From an optimization exercise on the open Yosys and OpenROAD flow, aimed at small area, a short achievable clock period and few clock cycles; shortcuts taken in it are not production practice. The RTL was checked by simulation tests, not by an equivalence proof against the original design. Power is estimated from default activity; no workload was simulated.

Setup of JK:
// LASER
module LASER (
    input CLK,
    input RST,
    input [3:0] X,
    input [3:0] Y,
    output reg [3:0] C1X,
    output reg [3:0] C1Y,
    output reg [3:0] C2X,
    output reg [3:0] C2Y,
    output reg DONE
);
For scale: ~8,400 cells after synthesis, roughly 27 I/O pins, about 66,000 sq um of cells after synthesis.
clock: 10.0 ns
lec_check: 0
cap_margin: 20
core_margin: 2
core_utilization: 65
place_density: 0.72
slew_margin: 20
run.sh (not shown) runs the stock make flow with config.mk's settings and CLKGATE_MAP_FILE= SYNTH_SCRIPT=/design/flow/synth_recipe.tcl, a recipe that flattens the netlist after the stock synthesis.
JK closes out successfully: all stages finished, all timing, DRC and antenna checks passed.
Testbench counts of JK, summed over its fixed seeds: cycles 9,898.
What MS does differently from JK at the input level:
--- a/flow/design.v
+++ b/flow/design.v
@@ -127,23 +127,28 @@
 endgenerate
 reg [3:0]  ca [0:10];
 reg [3:0]  cb [0:10];
 reg [3:0]  cc [0:10];
 reg [3:0]  cd [0:10];
 reg        s_v, s_R, s_mode15, s_first;
 reg [10:0] s_valid, s_nonref;
 reg [3:0]  s_cy;
+function gt2(input [1:0] x, input [1:0] y);
+    gt2 = (x[1] & ~y[1]) | ((x[1] | ~y[1]) & x[0] & ~y[0]);
+endfunction
 function gt6(input [5:0] x, input [5:0] y);
-    integer i;
-    reg c;
+    reg g10, g32, g54, ge32, ge54;
     begin
-        c = 1'b0;
-        for (i = 0; i < 6; i = i + 1) c = (x[i] & ~y[i]) | (x[i] & c) | (~y[i] & c);
-        gt6 = c;
+        g10 = gt2(x[1:0], y[1:0]);
+        g32 = gt2(x[3:2], y[3:2]);
+        g54 = gt2(x[5:4], y[5:4]);
+        ge32 = ~gt2(y[3:2], x[3:2]);
+        ge54 = ~gt2(y[5:4], x[5:4]);
+        gt6 = g54 | (ge54 & (g32 | (ge32 & g10)));
     end
 endfunction
 wire [5:0] lm [0:10];    
 wire [10:0] lh;          
 generate
     for (u = 0; u < 11; u = u + 1) begin : LF
         wire [5:0] cnt = ({1'b0, ca[u]} + {1'b0, cb[u]}) + ({1'b0, cc[u]} + {1'b0, cd[u]});
         assign lm[u] = s_valid[u] ? cnt : 6'd0;
## What came out
Between MS and JK, it is MS whose signal arrival time at the worst endpoint is lower, by 0.17 ns.
Of the two values seen for last element of the critical path, t0[6]$_DFF_P_ was produced by MS and t0[8]$_DFF_P_ by JK.
MS gives less overall track demand over capacity in global routing than JK did.
On area growth from synthesis to layout: MS sits below JK.
JK → MS: share of power burned in combinational logic fell 0.9 points, clock latency on the worst-skew pair closely matched the old numbers.
Testbench counts of MS, summed over its fixed seeds: cycles 9,898.

--- another note on this design; it stands on its own ---

// LASER
module LASER (
    input CLK,
    input RST,
    input [3:0] X,
    input [3:0] Y,
    output reg [3:0] C1X,
    output reg [3:0] C1Y,
    output reg [3:0] C2X,
    output reg [3:0] C2Y,
    output reg DONE
);
==> flow/config.mk <==
export PLATFORM = sky130hd
export DESIGN_NAME = LASER
export DESIGN_NICKNAME = LASER
export VERILOG_FILES = /design/flow/design.v
export SDC_FILE = /design/flow/constraint.sdc
export NUM_CORES = 4
export LEC_CHECK = 0
export CAP_MARGIN = 20
export CORE_MARGIN = 2
export CORE_UTILIZATION = 72
export PLACE_DENSITY = 0.78
export SLEW_MARGIN = 20
==> flow/constraint.sdc <==
create_clock -name core_clock -period 10.0 [get_ports {CLK}]
set_input_delay 2.0000 -clock core_clock [delete_from_list [all_inputs] [get_ports {CLK}]]
set_output_delay 2.0000 -clock core_clock [all_outputs]
set_load 0.01 [all_outputs]
run.sh (not shown) runs the stock make flow with config.mk's settings and CLKGATE_MAP_FILE= SYNTH_SCRIPT=/design/flow/synth_recipe.tcl, a recipe that flattens the netlist after the stock synthesis.
The starting point completed without violations.
Testbench counts at the start, summed over its fixed seeds: cycles 10,254.
Rerun with:
- CORE_UTILIZATION: 72 -> 65
- PLACE_DENSITY: 0.78 -> 0.72
Global-route usage came out lower by 4.1 points.
Sequential power is about the same.
Power climbs by about 1.3%.
Critical path depth does not change.
Count of clock-buffer cells in the layout is unchanged.
Area after synthesis does not change.
Register-to-register slack gets better by 0.02 ns.
Final area goes up by 0.73%.
Combinational power drops by about 1%.
Fmax increases by 0.48%.

## port drivers added, routing unchanged
The flow's constraints put no driver on any port. The routed layouts listed below were extracted and timed again, unchanged, in two steps.
Step 1 assumes that a clkbuf_16 drives the clock port and a buf_2 every other input.
Step 2 moves the port delays by t, midway between the first and last clock arrival at a register: inputs arrive t later, outputs are due t later. That takes back most of the time a late clock gives input paths.
a / b / c = ideal ports / drivers / drivers and shift; a / b = the first two.
| run | t (ns) | setup slack, ns | worst data-port slew with drivers (ns) | pins driven straight from the clock port |
|---|---|---|---|---|
| JK | 0.778 | 5.107 / 5.107 / 5.107 | 0.05 | 1 |
| MS | 0.782 | 5.359 / 5.359 / 5.359 | 0.03 | 1 |
| the first run of note 2 | 0.786 | 5.805 / 5.805 / 5.743 | 0.06 | 1 |
| the second run of note 2 | 0.794 | 5.826 / 5.826 / 5.808 | 0.08 | 1 |
After both steps every run listed still meets setup and hold. The setup slack of the first run of note 2, which loses most, moves by 0.000 ns with the drivers and by -0.062 ns with both steps.
